This design comes from an exercise in tuning for small area, a short achievable clock period and few clock cycles on the open sky130 flow, not from production work.
In this exercise RTL edits were held to simulation tests only and were not proved equivalent to the original.
No activity file was given, so power comes from the tool's default toggle rates.

==> job 9776 <==
==> flow/design.v <==
module top(
    input  wire        clk,
    input  wire        rst,
    input  wire [63:0] i_data,
    input  wire        start,
    output wire [15:0] address,
    output reg         o_valid,
    output reg  [63:0] out_data,
    output reg         out_valid,
    output reg         done,
    output reg  [15:0] o_address,
    output wire [9:0]  done_cnt
);
    reg  [6:0] n;
    reg  [2:0] m;           
    reg        done_r;
    wire [6:0] n1 = n + 7'd1;
    assign address  = {9'd0, n};
    assign done_cnt = {9'd0, done_r};
    reg row0;               
    reg hopf;               
    reg flush;              
    reg left, right;        
    always @(posedge clk) begin
        if (rst || !start) begin
            n       <= 7'd0;
            m       <= 3'd0;
            o_valid <= 1'b1;
            row0    <= 1'b0;
            hopf    <= 1'b0;
            flush   <= 1'b0;
            left    <= 1'b0;
            right   <= 1'b0;
        end else if (n != 7'd113) begin
            n       <= n1;
            m       <= (m == 3'd4) ? 3'd0 : m + 3'd1;
            o_valid <= (n1 < 7'd100);
            row0    <= (n1 >= 7'd3)  && (n1 < 7'd8);
            hopf    <= (n1 >= 7'd4)  && (n1 < 7'd14);
            flush   <= (n1 >= 7'd103);
            left    <= (m == 3'd2);            
            right   <= (m == 3'd1);            
        end
    end
    always @(posedge clk) begin
        if (rst) begin
            out_valid <= 1'b0;
            done      <= 1'b0;
            done_r    <= 1'b0;
        end else begin
            out_valid <= start && (n >= 7'd13) && (n <= 7'd112);
            done      <= start && (n == 7'd112);
            if (start && n == 7'd112) done_r <= 1'b1;
        end
    end
    function gt16(input [15:0] a, input [15:0] b);
        reg [15:0] g, l;
        reg [7:0] g1, l1;
        reg [3:0] g2, l2;
        reg [1:0] g3, l3;
        integer i;
        begin
            g = a & ~b;
            l = ~a & b;
            for (i = 0; i < 8; i = i + 1) begin
                g1[i] = g[2*i+1] | (~l[2*i+1] & g[2*i]);
                l1[i] = l[2*i+1] | (~g[2*i+1] & l[2*i]);
            end
            for (i = 0; i < 4; i = i + 1) begin
                g2[i] = g1[2*i+1] | (~l1[2*i+1] & g1[2*i]);
                l2[i] = l1[2*i+1] | (~g1[2*i+1] & l1[2*i]);
            end
            for (i = 0; i < 2; i = i + 1) begin
                g3[i] = g2[2*i+1] | (~l2[2*i+1] & g2[2*i]);
                l3[i] = l2[2*i+1] | (~g2[2*i+1] & l2[2*i]);
            end
            gt16 = g3[1] | (~l3[1] & g3[0]);
        end
    endfunction
    function [15:0] max2(input [15:0] a, input [15:0] b);
        max2 = gt16(a, b) ? a : b;
    endfunction
    reg  [63:0] X;
    reg  [15:0] sp2, sp3, ss1, ss2, sq3;     
    reg  [15:0] ps2, pq3;                    
    wire [15:0] q0 = X[15:0], q1v = X[31:16], q2 = X[47:32], q3 = X[63:48];
    wire        g01 = gt16(q0, q1v);
    wire [15:0] p1 = g01 ? q0 : q1v;
    wire [15:0] s2 = max2(q2, q3);
    wire [15:0] p2 = max2(p1, q2);
    wire [15:0] p3 = max2(p1, s2);
    wire [15:0] s1 = max2(q1v, s2);
    wire [15:0] o0 = (!left  && gt16(ps2, sp2)) ? ps2 : sp2;
    wire [15:0] o1 = (!left  && gt16(pq3, sp3)) ? pq3 : sp3;
    wire [15:0] o2 = (!right && gt16(q0, sp3))  ? q0  : sp3;
    wire        g0 = gt16(q0, ss1), g1 = gt16(q1v, ss1);
    wire [15:0] o3 = (!right && g0 && g01)  ? q0  :
                     (!right && g1 && !g01) ? q1v : ss1;
    wire [63:0] hx = {o3, o2, o1, o0};
    always @(posedge clk) begin
        X         <= i_data;
        sp2       <= p2;
        sp3       <= p3;
        ss1       <= s1;
        ss2       <= s2;
        sq3       <= q3;
        ps2       <= ss2;
        pq3       <= sq3;
    end
    reg  [255:0] ring [0:4];    
    wire [255:0] head = ring[4];
    wire [63:0]  hQ = head[255:192], hR = head[191:128], hS = head[127:64], hY = head[63:0];
    wire [255:0] r0 = ring[0];
    wire [63:0]  r0R = r0[255:192], r0S = r0[191:128], r0P = r0[127:64], r0X = r0[63:0];
    wire [63:0]  x = hx;
    reg  [63:0]  vout, pn, qn;
    integer j;
    always @(*) begin
        for (j = 0; j < 4; j = j + 1) begin
            vout[16*j +: 16] = (flush || gt16(hQ[16*j +: 16], x[16*j +: 16])) ? hQ[16*j +: 16] : x[16*j +: 16];
            pn[16*j +: 16]   = (!row0 && (flush || gt16(hY[16*j +: 16], x[16*j +: 16])))
                               ? hY[16*j +: 16] : x[16*j +: 16];
            qn[16*j +: 16]   = (!hopf && gt16(r0R[16*j +: 16], r0P[16*j +: 16])) ? r0R[16*j +: 16] : r0P[16*j +: 16];
        end
    end
    always @(posedge clk) begin
        ring[0]   <= {hR, hS, pn, x};
        ring[1]   <= {qn, r0S, r0P, r0X};
        ring[2]   <= ring[1];
        ring[3]   <= ring[2];
        ring[4]   <= ring[3];
        out_data  <= vout;
        o_address <= {9'd0, n - 7'd13};
    end
endmodule
==> flow/flow/run.sh <==
#!/bin/bash
# The standard layout (bash standard.sh), with two changes to how it is made; the clock,
# the SDC and the synthesis are unchanged:
#  - timing repair aims at a setup slack of 11.5 ns instead of 0, so the resizer keeps
#    shortening the critical paths well below the 16 ns clock period;
#  - the port buffers are buf_4 cells rather than the resizer's default choice.
set -euo pipefail
bash standard.sh SETUP_SLACK_MARGIN=11.5 "BUFFER_PORTS_ARGS=-buffer_cell sky130_fd_sc_hd__buf_4" "CTS_ARGS=-sink_clustering_enable -repair_clock_nets -buf_list sky130_fd_sc_hd__clkbuf_8 -sink_clustering_size 16 -sink_clustering_max_diameter 50 -dont_use_dummy_load" finish > standard_flow.log 2>&1
==> flow/standard.sh <==
#!/bin/bash
# synth_recipe.tcl (not shown) runs the flow's synth.tcl, then flattens the netlist and writes it again
# the make line also repeats each setting of config.mk as NAME=value (left out here)
make -C /OpenROAD-flow-scripts/flow DESIGN_CONFIG=/design/flow/config.mk WORK_HOME=/design/flow/orfs CLKGATE_MAP_FILE= SYNTH_SCRIPT=/design/flow/synth_recipe.tcl "${@:-finish}"
==> flow/config.mk <==
export PLATFORM = sky130hd
export DESIGN_NAME = top
export DESIGN_NICKNAME = top
export VERILOG_FILES = /design/flow/design.v
export SDC_FILE = /design/flow/constraint.sdc
export NUM_CORES = 4
export LEC_CHECK = 0
export CAP_MARGIN = 20
export CORE_MARGIN = 2
export CORE_UTILIZATION = 40
export SLEW_MARGIN = 20
==> flow/constraint.sdc <==
create_clock -name core_clock -period 16.0 [get_ports {clk}]
set_input_delay 3.2000 -clock core_clock [delete_from_list [all_inputs] [get_ports {clk}]]
set_output_delay 3.2000 -clock core_clock [all_outputs]
set_load 0.01 [all_outputs]
==> job 9085: changes against job 9776 <==
--- a/flow/design.v
+++ b/flow/design.v
@@ -23,2 +23,3 @@
     reg left, right;        
+    reg leftx;              
     always @(posedge clk) begin
@@ -33,2 +34,3 @@
             right   <= 1'b0;
+            leftx   <= 1'b0;
         end else if (n != 7'd113) begin
@@ -42,2 +44,3 @@
             right   <= (m == 3'd1);            
+            leftx   <= (m == 3'd1);            
         end
@@ -83,4 +86,4 @@
     reg  [63:0] X;
-    reg  [15:0] sp2, sp3, ss1, ss2, sq3;     
-    reg  [15:0] ps2, pq3;                    
+    reg  [15:0] so0, sp3, ss1, ss2, sq3;     
+    reg  [15:0] pq3;                         
     wire [15:0] q0 = X[15:0], q1v = X[31:16], q2 = X[47:32], q3 = X[63:48];
@@ -89,6 +92,6 @@
     wire [15:0] s2 = max2(q2, q3);
-    wire [15:0] p2 = max2(p1, q2);
+    wire [15:0] lq = (!leftx && gt16(ss2, q2)) ? ss2 : q2;
+    wire [15:0] o0n = max2(lq, p1);
     wire [15:0] p3 = max2(p1, s2);
     wire [15:0] s1 = max2(q1v, s2);
-    wire [15:0] o0 = (!left  && gt16(ps2, sp2)) ? ps2 : sp2;
     wire [15:0] o1 = (!left  && gt16(pq3, sp3)) ? pq3 : sp3;
@@ -98,6 +101,6 @@
                      (!right && g1 && !g01) ? q1v : ss1;
-    wire [63:0] hx = {o3, o2, o1, o0};
+    wire [63:0] hx = {o3, o2, o1, so0};
     always @(posedge clk) begin
         X         <= i_data;
-        sp2       <= p2;
+        so0       <= o0n;
         sp3       <= p3;
@@ -106,3 +109,2 @@
         sq3       <= q3;
-        ps2       <= ss2;
         pq3       <= sq3;
==> flow/flow/run.sh (replaced) <==
#!/bin/bash
# The standard layout (bash standard.sh), with two changes to how it is made; the clock,
# the SDC and the synthesis are unchanged:
#  - timing repair aims at a setup slack of 11.6 ns instead of 0, so the resizer keeps
#    shortening the critical paths well below the 16 ns clock period;
#  - the port buffers are buf_4 cells rather than the resizer's default choice;
#  - the clock tree uses the CTS options below (clkbuf_8 buffers, no dummy loads).
set -euo pipefail
bash standard.sh SETUP_SLACK_MARGIN=11.6 "BUFFER_PORTS_ARGS=-buffer_cell sky130_fd_sc_hd__buf_4" "CTS_ARGS=-sink_clustering_enable -repair_clock_nets -root_buf sky130_fd_sc_hd__clkbuf_16 -tree_buf sky130_fd_sc_hd__clkbuf_16 -buf_list sky130_fd_sc_hd__clkbuf_8 -sink_clustering_size 18 -sink_clustering_max_diameter 55 -dont_use_dummy_load" finish > standard_flow.log 2>&1
Settings changed: ABC_AREA from default to 1, CORE_UTILIZATION 40 to 65.
==> job 5954: changes against job 9776 <==
==> flow/design.v, changed modules only <==
module top(
    input  wire        clk,
    input  wire        rst,
    input  wire [63:0] i_data,
    input  wire        start,
    output wire [15:0] address,
    output reg         o_valid,
    output reg  [63:0] out_data,
    output reg         out_valid,
    output reg         done,
    output reg  [15:0] o_address,
    output wire [9:0]  done_cnt
);
    reg  [6:0] n;
    reg  [2:0] m;           
    reg        done_r;
    wire [6:0] n1 = n + 7'd1;
    assign address  = {9'd0, n};
    assign done_cnt = {9'd0, done_r};
    reg row0;               
    reg hopf;               
    reg flush;              
    reg left, right;        
    reg leftv;              
    always @(posedge clk) begin
        if (rst || !start) begin
            n       <= 7'd0;
            m       <= 3'd0;
            o_valid <= 1'b1;
            row0    <= 1'b0;
            hopf    <= 1'b0;
            flush   <= 1'b0;
            left    <= 1'b0;
            right   <= 1'b0;
            leftv   <= 1'b0;
        end else if (n != 7'd114) begin
            n       <= n1;
            m       <= (m == 3'd4) ? 3'd0 : m + 3'd1;
            o_valid <= (n1 < 7'd100);
            row0    <= (n1 >= 7'd2)  && (n1 < 7'd7);
            hopf    <= (n1 >= 7'd3)  && (n1 < 7'd13);
            flush   <= (n1 >= 7'd102);
            left    <= (m == 3'd3);            
            right   <= (m == 3'd2);            
            leftv   <= (m == 3'd2);            
        end
    end
    always @(posedge clk) begin
        if (rst) begin
            out_valid <= 1'b0;
            done      <= 1'b0;
            done_r    <= 1'b0;
        end else begin
            out_valid <= start && (n >= 7'd14) && (n <= 7'd113);
            done      <= start && (n == 7'd113);
            if (start && n == 7'd113) done_r <= 1'b1;
        end
    end
    function gt16(input [15:0] a, input [15:0] b);
        reg [15:0] g, l;
        reg [7:0] g1, l1;
        reg [3:0] g2, l2;
        reg [1:0] g3, l3;
        integer i;
        begin
            g = a & ~b;
            l = ~a & b;
            for (i = 0; i < 8; i = i + 1) begin
                g1[i] = g[2*i+1] | (~l[2*i+1] & g[2*i]);
                l1[i] = l[2*i+1] | (~g[2*i+1] & l[2*i]);
            end
            for (i = 0; i < 4; i = i + 1) begin
                g2[i] = g1[2*i+1] | (~l1[2*i+1] & g1[2*i]);
                l2[i] = l1[2*i+1] | (~g1[2*i+1] & l1[2*i]);
            end
            for (i = 0; i < 2; i = i + 1) begin
                g3[i] = g2[2*i+1] | (~l2[2*i+1] & g2[2*i]);
                l3[i] = l2[2*i+1] | (~g2[2*i+1] & l2[2*i]);
            end
            gt16 = g3[1] | (~l3[1] & g3[0]);
        end
    endfunction
    function [15:0] max2(input [15:0] a, input [15:0] b);
        max2 = gt16(a, b) ? a : b;
    endfunction
    reg  [255:0] ring [0:4];    
    wire [255:0] head = ring[4];
    wire [63:0]  hQ = head[255:192], hR = head[191:128], hS = head[127:64], hY = head[63:0];
    wire [255:0] r0 = ring[0];
    wire [63:0]  r0R = r0[255:192], r0S = r0[191:128], r0P = r0[127:64], r0X = r0[63:0];
    reg  [63:0]  X;
    wire [63:0]  x = X;
    reg  [63:0]  vout, pn, q1;
    integer j;
    always @(*) begin
        for (j = 0; j < 4; j = j + 1) begin
            vout[16*j +: 16] = (flush || gt16(hQ[16*j +: 16], x[16*j +: 16])) ? hQ[16*j +: 16] : x[16*j +: 16];
            pn[16*j +: 16]   = (!row0 && (flush || gt16(hY[16*j +: 16], x[16*j +: 16])))
                               ? hY[16*j +: 16] : x[16*j +: 16];
            q1[16*j +: 16]   = (!hopf && gt16(r0R[16*j +: 16], r0P[16*j +: 16])) ? r0R[16*j +: 16] : r0P[16*j +: 16];
        end
    end
    always @(posedge clk) begin
        X       <= i_data;
        ring[0] <= {hR, hS, pn, x};
        ring[1] <= {q1, r0S, r0P, r0X};
        ring[2] <= ring[1];
        ring[3] <= ring[2];
        ring[4] <= ring[3];
    end
    reg [63:0] Vr;
    reg [15:0] so0, sp3, ss1, ss2, sq3;     
    reg [15:0] pq3;                         
    wire [15:0] q0 = Vr[15:0], q1v = Vr[31:16], q2 = Vr[47:32], q3 = Vr[63:48];
    wire [15:0] p1 = max2(q0, q1v);
    wire [15:0] s2 = max2(q2, q3);
    wire [15:0] lq = (!leftv && gt16(ss2, q2)) ? ss2 : q2;
    wire [15:0] o0n = max2(lq, p1);
    wire [15:0] p3 = max2(p1, s2);
    wire [15:0] s1 = max2(q1v, s2);
    wire [15:0] o1 = (!left  && gt16(pq3, sp3)) ? pq3 : sp3;
    wire [15:0] o2 = (!right && gt16(q0, sp3))  ? q0  : sp3;
    wire [15:0] o3 = (!right && gt16(p1, ss1))  ? p1  : ss1;
    always @(posedge clk) begin
        Vr        <= vout;
        so0       <= o0n;
        sp3       <= p3;
        ss1       <= s1;
        ss2       <= s2;
        sq3       <= q3;
        pq3       <= sq3;
        out_data  <= {o3, o2, o1, so0};
        o_address <= {9'd0, n - 7'd14};
    end
endmodule
==> flow/flow/run.sh (replaced) <==
#!/bin/bash
# The standard layout (bash standard.sh), with two changes to how it is made; the clock,
# the SDC and the synthesis are unchanged:
#  - timing repair aims at a setup slack of 11.6 ns instead of 0, so the resizer keeps
#    shortening the critical paths well below the 16 ns clock period;
#  - the port buffers are buf_4 cells rather than the resizer's default choice.
set -euo pipefail
bash standard.sh SETUP_SLACK_MARGIN=11.6 "BUFFER_PORTS_ARGS=-buffer_cell sky130_fd_sc_hd__buf_4" "CTS_ARGS=-sink_clustering_enable -repair_clock_nets -buf_list sky130_fd_sc_hd__clkbuf_8 -sink_clustering_size 18 -sink_clustering_max_diameter 55 -dont_use_dummy_load" finish > standard_flow.log 2>&1
==> job 2522: changes against job 9776 <==
--- a/flow/design.v
+++ b/flow/design.v
@@ -23,2 +23,3 @@
     reg left, right;        
+    reg leftx;              
     always @(posedge clk) begin
@@ -33,2 +34,3 @@
             right   <= 1'b0;
+            leftx   <= 1'b0;
         end else if (n != 7'd113) begin
@@ -42,2 +44,3 @@
             right   <= (m == 3'd1);            
+            leftx   <= (m == 3'd1);            
         end
@@ -83,4 +86,4 @@
     reg  [63:0] X;
-    reg  [15:0] sp2, sp3, ss1, ss2, sq3;     
-    reg  [15:0] ps2, pq3;                    
+    reg  [15:0] so0, sp3, ss1, ss2, sq3;     
+    reg  [15:0] pq3;                         
     wire [15:0] q0 = X[15:0], q1v = X[31:16], q2 = X[47:32], q3 = X[63:48];
@@ -89,6 +92,6 @@
     wire [15:0] s2 = max2(q2, q3);
-    wire [15:0] p2 = max2(p1, q2);
+    wire [15:0] lq = (!leftx && gt16(ss2, q2)) ? ss2 : q2;
+    wire [15:0] o0n = max2(lq, p1);
     wire [15:0] p3 = max2(p1, s2);
     wire [15:0] s1 = max2(q1v, s2);
-    wire [15:0] o0 = (!left  && gt16(ps2, sp2)) ? ps2 : sp2;
     wire [15:0] o1 = (!left  && gt16(pq3, sp3)) ? pq3 : sp3;
@@ -98,6 +101,6 @@
                      (!right && g1 && !g01) ? q1v : ss1;
-    wire [63:0] hx = {o3, o2, o1, o0};
+    wire [63:0] hx = {o3, o2, o1, so0};
     always @(posedge clk) begin
         X         <= i_data;
-        sp2       <= p2;
+        so0       <= o0n;
         sp3       <= p3;
@@ -106,3 +109,2 @@
         sq3       <= q3;
-        ps2       <= ss2;
         pq3       <= sq3;
==> flow/flow/run.sh (replaced) <==
#!/bin/bash
# The standard layout (bash standard.sh), with two changes to how it is made; the clock,
# the SDC and the synthesis are unchanged:
#  - timing repair aims at a setup slack of 11.6 ns instead of 0, so the resizer keeps
#    shortening the critical paths well below the 16 ns clock period;
#  - the port buffers are buf_4 cells rather than the resizer's default choice;
#  - the clock tree uses the CTS options below (clkbuf_8 buffers, no dummy loads).
set -euo pipefail
bash standard.sh SETUP_SLACK_MARGIN=11.6 "BUFFER_PORTS_ARGS=-buffer_cell sky130_fd_sc_hd__buf_4" "CTS_ARGS=-sink_clustering_enable -repair_clock_nets -root_buf sky130_fd_sc_hd__clkbuf_16 -tree_buf sky130_fd_sc_hd__clkbuf_16 -buf_list sky130_fd_sc_hd__clkbuf_16 -sink_clustering_size 24 -sink_clustering_max_diameter 60 -dont_use_dummy_load" finish > standard_flow.log 2>&1
Settings changed: ABC_AREA from default to 1.
==> summary.txt <==
- Routed wire length: job 9776 > job 2522 > job 5954 > job 9085.
- The lowest clock power belongs to job 9085, the highest to job 2522.
- Total power: job 2522 > job 9776 > job 9085 > job 5954.
- Against job 5954, the sequential power of job 9085 is larger by 19%.
- Between job 5954 and job 2522, the lower sequential share of layout area is in job 2522 (gap 1.2 points).
- Die area: job 9085 is lower than job 9776 (about 40%).
- Maximum frequency, lowest first: job 5954, job 9776, job 2522, job 9085.
- Global-route usage, lowest first: job 5954, job 2522, job 9776, job 9085.
==> figures <==
Number of global-route vias before repair: job 9085 24,600; job 5954 22,100; job 2522 24,500; job 9776 24,800
Startpoint of the worst hold path: job 9085 ring[1][123]; job 5954 ring[1][68]; job 2522 ring[1][67]; job 9776 sq3[6]
Reg-to-Reg Start: job 9085 X[59]; job 5954 ring[4][48]; job 2522 X[63]; job 9776 ring[0][96]
FF+latch area: job 9085 30,700 µm²; job 5954 32,200 µm²; job 2522 30,700 µm²; job 9776 31,200 µm²
Average wire length per cell after detail routing: job 9085 15.8 µm; job 5954 17.7 µm; job 2522 15.2 µm; job 9776 19.7 µm
Post-route clock period utilization: job 9085 27.2%; job 5954 28.2%; job 2522 27.3%; job 9776 28.1%
Tot GR Track Use: job 9085 24.5%; job 5954 15.5%; job 2522 15.9%; job 9776 17.9%
CTS Buf Count: job 9085 102; job 5954 121; job 2522 95; job 9776 138
Relative area of clock buffers and inverters in the final design: job 9085 3.25%; job 5954 3.37%; job 2522 4.95%; job 9776 3.75%
Count of inserted antenna diode cells: job 9085 0; job 5954 4; job 2522 1; job 9776 3
Horizontal die dimension: job 9085 261 µm; job 5954 333 µm; job 2522 332 µm; job 9776 334 µm
Cell total after placement: job 9085 5,237; job 5954 4,735; job 2522 5,778; job 9776 4,930
Uppermost layer routed: job 9085 met5; job 5954 met4; job 2522 met4; job 9776 met5
Synthesized-area fraction occupied by adder cells: job 9085 0.262%; job 5954 5.25%; job 2522 0.262%; job 9776 3.46%
Sequential power: job 9085 6380 µW; job 5954 5380 µW; job 2522 6390 µW; job 9776 6430 µW
Initial antenna violation count: job 9085 4; job 5954 3; job 2522 4; job 9776 7
Status: job 9085 finished clean; job 5954 finished clean; job 2522 finished clean; job 9776 finished clean
Testbench counts of job 9776, summed over its fixed seeds: cycles 2,712.
Testbench counts of job 9085, summed over its fixed seeds: cycles 2,712.
Testbench counts of job 5954, summed over its fixed seeds: cycles 2,736.
Testbench counts of job 2522, summed over its fixed seeds: cycles 2,712.

[separate check: timing with driven ports]
The flow's constraints put no driver on any port. The routed layouts listed below were extracted and timed again, unchanged, in two steps. Step 1, drivers: a clkbuf_16 drives clk and a buf_2 each remaining input, both assumed. Step 2 moves the port delays by t, midway between the first and last clock arrival at a register: inputs arrive t later, outputs are due t later. That takes back most of the time a late clock gives input paths. Three values: ideal ports, drivers, drivers and shift; two values: the first two.
run	shift t [ns]	setup WS [ns]	worst data-port slew with drivers (ns)
job 9776	0.851	11.498 / 11.430 / 11.527	0.08
job 9085	0.676	11.655 / 11.590 / 11.824	0.09
job 5954	0.811	11.489 / 11.424 / 11.504	0.06
job 2522	0.725	11.636 / 11.567 / 11.718	0.14
After both steps setup and hold are still met in every run listed.
